This is an optimization exercise on Yosys and OpenROAD, whose aim is small area, not a production implementation. Function was checked by simulation only, so behaviour that the tests miss may differ from the original. Power figures rest on the tool's default switching activity, not on a simulated workload.

==> run Z: inputs <==
// rcp
module rcp
    #(parameter DATA_WIDTH = 64,
      parameter CTRL_WIDTH=DATA_WIDTH/8,
      parameter UDP_REG_SRC_WIDTH = 2)
   ( 
    output   [DATA_WIDTH-1:0]        out_data,
    output   [CTRL_WIDTH-1:0]        out_ctrl,
    output                              out_wr,
    input                               out_rdy,
    input  [DATA_WIDTH-1:0]            in_data,
    input  [CTRL_WIDTH-1:0]            in_ctrl,
    input                              in_wr,
    output                             in_rdy,
    input                              reg_req_in,
    input                              reg_ack_in,
    input                              reg_rd_wr_L_in,
    input  [23-1:0]   reg_addr_in,
    input  [32-1:0]  reg_data_in,
    input  [UDP_REG_SRC_WIDTH-1:0]     reg_src_in,
    output                             reg_req_out,
    output                             reg_ack_out,
    output                             reg_rd_wr_L_out,
    output  [23-1:0]  reg_addr_out,
    output  [32-1:0] reg_data_out,
    output  [UDP_REG_SRC_WIDTH-1:0]    reg_src_out,
    input                              clk,
    input                              reset);
clock: 8.0 ns
lec_check: 0
cap_margin: 20
core_margin: 2
core_utilization: 40
cts_buf_list: sky130_fd_sc_hd__clkbuf_8
cts_cluster_size: 20
slew_margin: 20
standard.sh (not shown) runs the stock make flow with config.mk's settings and CLKGATE_MAP_FILE= SYNTH_SCRIPT=/design/flow/synth_recipe.tcl, a recipe that flattens the netlist after the stock synthesis.
==> flow/flow/run.sh <==
#!/bin/bash
# The standard layout (bash standard.sh, unchanged synthesis and steps),
# with one change: buffer_ports uses the smallest buffer cell, buf_1, for the
# buffer on every input and output port. The make output goes to
# standard_make.log here; ORFS writes each step's log under orfs/logs/.
set -uo pipefail
bash standard.sh "BUFFER_PORTS_ARGS=-buffer_cell sky130_fd_sc_hd__buf_1" finish \
  > standard_make.log 2>&1
status=$?
tail -n 20 standard_make.log
exit $status
==> run D (differences from run Z) <==
--- a/flow/design.v
+++ b/flow/design.v
@@ -150,89 +150,97 @@
     input  [7:0]      in_ctrl,
     input             word_RCP_RTT,
     input             word_RCP_FIRST,
     input             word_RCP_THIRD,
     output reg        is_rcp,
     output reg [3:0]  port_sel,            
     output reg [15:0] rcp_rtt,
     output reg [15:0] rcp_packet_length,
-    output reg [3:0]  upd_rtt,             
-    output reg [3:0]  upd_len,             
+    output reg        rcp_rtt_vld,
+    output            rcp_length_add,      
     input             reset,
     input             clk
    );
    localparam RCP_TYPE = 8'hFE;
+   reg [3:0] third_dly;
+   assign rcp_length_add = third_dly[3];
    wire [15:0] port = in_data[63:48];
-   wire is_rcp_nxt = ~reset & (in_ctrl != 8'h01) &
-                     (is_rcp | (word_RCP_THIRD & (in_data[7:0] == RCP_TYPE)));
-   wire [3:0] port_nxt =
-        reset          ? 4'b0 :
-        word_RCP_FIRST ? {port == 16'h0040, port == 16'h0010,
-                          port == 16'h0004, port == 16'h0001} : port_sel;
-   reg [2:0] third_dly;
    always @(posedge clk) begin
       if (word_RCP_RTT)
         rcp_rtt <= in_data[47:32];
       if (word_RCP_FIRST)
         rcp_packet_length <= in_data[15:0];
-      is_rcp   <= is_rcp_nxt;
-      port_sel <= port_nxt;
-      upd_rtt  <= {4{~reset & word_RCP_RTT & is_rcp_nxt}} & port_nxt;
-      upd_len  <= {4{~reset & third_dly[2] & is_rcp_nxt}} & port_nxt;
-      third_dly <= reset ? 3'b0 : {third_dly[1:0], word_RCP_THIRD};
+      if (reset) begin
+         is_rcp      <= 1'b0;
+         port_sel    <= 4'b0;
+         rcp_rtt_vld <= 1'b0;
+         third_dly   <= 4'b0;
+      end
+      else begin
+         rcp_rtt_vld <= word_RCP_RTT;
+         third_dly   <= {third_dly[2:0], word_RCP_THIRD};
+         if (word_RCP_FIRST)
+           port_sel <= {port == 16'h0040, port == 16'h0010,
+                        port == 16'h0004, port == 16'h0001};
+         if (in_ctrl == 8'h01)
+           is_rcp <= 1'b0;
+         else if (word_RCP_THIRD & (in_data[7:0] == RCP_TYPE))
+           is_rcp <= 1'b1;
+      end
    end
 endmodule  
 module rcp_acc
    (
-    input  [3:0]  upd_rtt_all,         
-    input  [3:0]  upd_len_all,         
+    input         is_rcp,
+    input  [3:0]  port_sel,
     input  [15:0] rcp_rtt,
     input  [15:0] rcp_packet_length,
+    input         rcp_rtt_vld,
+    input         rcp_length_add,
     output [4*160-1:0] stats,
     input         reset,
     input         clk
    );
    genvar p;
    generate
       for (p = 0; p < 4; p = p + 1) begin : g_port
-         wire        upd_rtt = upd_rtt_all[p];
-         wire        upd_len = upd_len_all[p];
+         wire        upd_rtt = rcp_rtt_vld & is_rcp & port_sel[p];
+         wire        upd_len = rcp_length_add & is_rcp & port_sel[p];
          wire [63:0] rtt_sum, len_sum;
          wire [31:0] num_rcp;
          rcp_acc_sum #(.W(64), .XW(16)) u_rtt
            (.x(rcp_rtt & {16{upd_rtt}}), .q(rtt_sum), .reset(reset), .clk(clk));
          rcp_acc_sum #(.W(64), .XW(16)) u_len
            (.x(rcp_packet_length & {16{upd_len}}), .q(len_sum), .reset(reset), .clk(clk));
-         rcp_acc_sum #(.W(32), .XW(1), .BLK(32)) u_num
+         rcp_acc_sum #(.W(32), .XW(1)) u_num
            (.x(upd_rtt), .q(num_rcp), .reset(reset), .clk(clk));
          assign stats[p*160 +: 160] = {rtt_sum, num_rcp, len_sum};
       end
    endgenerate
 endmodule  
 module rcp_acc_sum
   #(parameter W  = 64,
     parameter XW = 16,
-    parameter BLK = 8)
+    parameter BLK = 16)
    (
     input      [XW-1:0] x,
     output reg [W-1:0]  q,
     input               reset,
     input               clk
    );
    wire [W:0]   c;
    wire [W-1:0] s;
    assign c[0] = 1'b0;
    genvar i;
    generate
       for (i = 0; i < W; i = i + 1) begin : g_bit
          if (i < XW) begin : g_fa
-            if (i == 0) begin : g_add
-               assign {c[XW], s[XW-1:0]} = {1'b0, q[XW-1:0]} + {1'b0, x};
-            end
+            assign s[i]   = q[i] ^ x[i] ^ c[i];
+            assign c[i+1] = (q[i] & x[i]) | (c[i] & (q[i] ^ x[i]));
          end
          else begin : g_inc
             assign s[i] = q[i] ^ c[i];
             if (i + 1 < W && (i + 1 - XW) % BLK == 0) begin : g_skip
                assign c[i+1] = c[XW] & (&q[i:XW]);
             end
             else begin : g_ha
                assign c[i+1] = q[i] & c[i];
@@ -269,17 +277,17 @@
     output  [32-1:0] reg_data_out,
     output  [UDP_REG_SRC_WIDTH-1:0]    reg_src_out,
     input                              clk,
     input                              reset);
    wire        word_RCP_FRATE, word_RCP_RTT, word_RCP_FIRST, word_RCP_THIRD;
    wire        is_rcp;
    wire [3:0]  port_sel;
    wire [15:0] rcp_rtt, rcp_packet_length;
-   wire [3:0]  upd_rtt, upd_len;
+   wire        rcp_rtt_vld, rcp_length_add;
    wire [127:0] rates;
    wire [639:0] stats;
    reg  [31:0] rate_sel;
    integer p;
    always @(*) begin
       rate_sel = 32'b0;
       for (p = 0; p < 4; p = p + 1)
         rate_sel = rate_sel | ({32{port_sel[p]}} & rates[p*32 +: 32]);
@@ -311,25 +319,27 @@
       .in_ctrl           (in_ctrl),
       .word_RCP_RTT      (word_RCP_RTT),
       .word_RCP_FIRST    (word_RCP_FIRST),
       .word_RCP_THIRD    (word_RCP_THIRD),
       .is_rcp            (is_rcp),
       .port_sel          (port_sel),
       .rcp_rtt           (rcp_rtt),
       .rcp_packet_length (rcp_packet_length),
-      .upd_rtt           (upd_rtt),
-      .upd_len           (upd_len),
+      .rcp_rtt_vld       (rcp_rtt_vld),
+      .rcp_length_add    (rcp_length_add),
       .reset             (reset),
       .clk               (clk));
    rcp_acc rcp_acc
-     (.upd_rtt_all       (upd_rtt),
-      .upd_len_all       (upd_len),
+     (.is_rcp            (is_rcp),
+      .port_sel          (port_sel),
       .rcp_rtt           (rcp_rtt),
       .rcp_packet_length (rcp_packet_length),
+      .rcp_rtt_vld       (rcp_rtt_vld),
+      .rcp_length_add    (rcp_length_add),
       .stats             (stats),
       .reset             (reset),
       .clk               (clk));
    wire [639:0] hw_regs;
    genvar g;
    generate
       for (g = 0; g < 4; g = g + 1) begin : g_hw
          wire [159:0] s = stats[g*160 +: 160];    
==> flow/run.sh (new file) <==
#!/bin/bash
# synth_recipe.tcl (not shown) runs the flow's synth.tcl, then flattens the netlist and writes it again
# the make line also repeats each setting of config.mk as NAME=value (left out here)
make -C /OpenROAD-flow-scripts/flow DESIGN_CONFIG=/design/flow/config.mk WORK_HOME=/design/flow/orfs CLKGATE_MAP_FILE= SYNTH_SCRIPT=/design/flow/synth_recipe.tcl finish
==> flow/config.mk (replaced) <==
export PLATFORM = sky130hd
export DESIGN_NAME = rcp
export DESIGN_NICKNAME = rcp
export VERILOG_FILES = /design/flow/design.v
export SDC_FILE = /design/flow/constraint.sdc
export NUM_CORES = 4
export LEC_CHECK = 0
export CAP_MARGIN = 20
export CORE_MARGIN = 2
export CORE_UTILIZATION = 40
export SLEW_MARGIN = 20
removed: flow/flow/run.sh
removed: flow/standard.sh
==> results.txt <==
largest net degree at the start of global routing - 214
die height - 395 um
SO Faults - negative setup slack
Max Clk Rate - 108 MHz
Post-Synth XOR/XNOR Area - 0.487%
antenna violations before repair - 11
clock root buffer - clkbuf_16
Synth Area in Simple Gates - 16.8%
RSZ-0062 raised after global routing - true
crit-path max cell delay - 0.42 ns
most frequent cells in the layout - 842 x dfxtp_1, 552 x nor2b_1, 543 x edfxtp_1
fin worst setup slack - -1.24 ns
endpoints failing setup - 204
Seq pwr share - 46.3%
vias in the first global route - 44.1k
core area - 0.152 mm^2
status - finished with violations
the above is filed under run D

==> results.txt <==
Synth Area in Simple Gates - 15.3%
vias in the first global route - 45.0k
final instance count without filler cells - 8071
clock root buffer - clkbuf_8
die height - 399 um
antenna violations before repair - 33
Seq pwr share - 49.6%
crit-path max cell delay - 0.45 ns
P_comb - 1480 uW
RSZ-0062 raised after global routing - false
fin worst setup slack - 1.16 ns
status - finished clean
DRC viols - 0
the above is filed under run Z

[static timing again, ports no longer ideal]
The results above use ideal ports. As a check the final layouts listed here were re-extracted and re-timed, cells and wires unchanged. Step 1, drivers: a clkbuf_16 drives clk and a buf_2 each remaining input, both assumed. Step 2 also shifts input and output timing later by t, the mid clock arrival at the registers, as if the neighbouring blocks saw the same clock. a / b / c = no drivers / after step 1 / after step 2; a / b = the first two.
| run | t, ns | setup slack, ns | clock arrival spread, ns | pins driven straight from the clock port |
|---|---|---|---|---|
| run Z | 1.046 | 1.157 / 1.157 / 1.157 | 0.072 / 0.072 | 1 |
| run D | 0.889 | -1.245 / -1.245 / -1.245 | 0.071 / 0.071 | 1 |
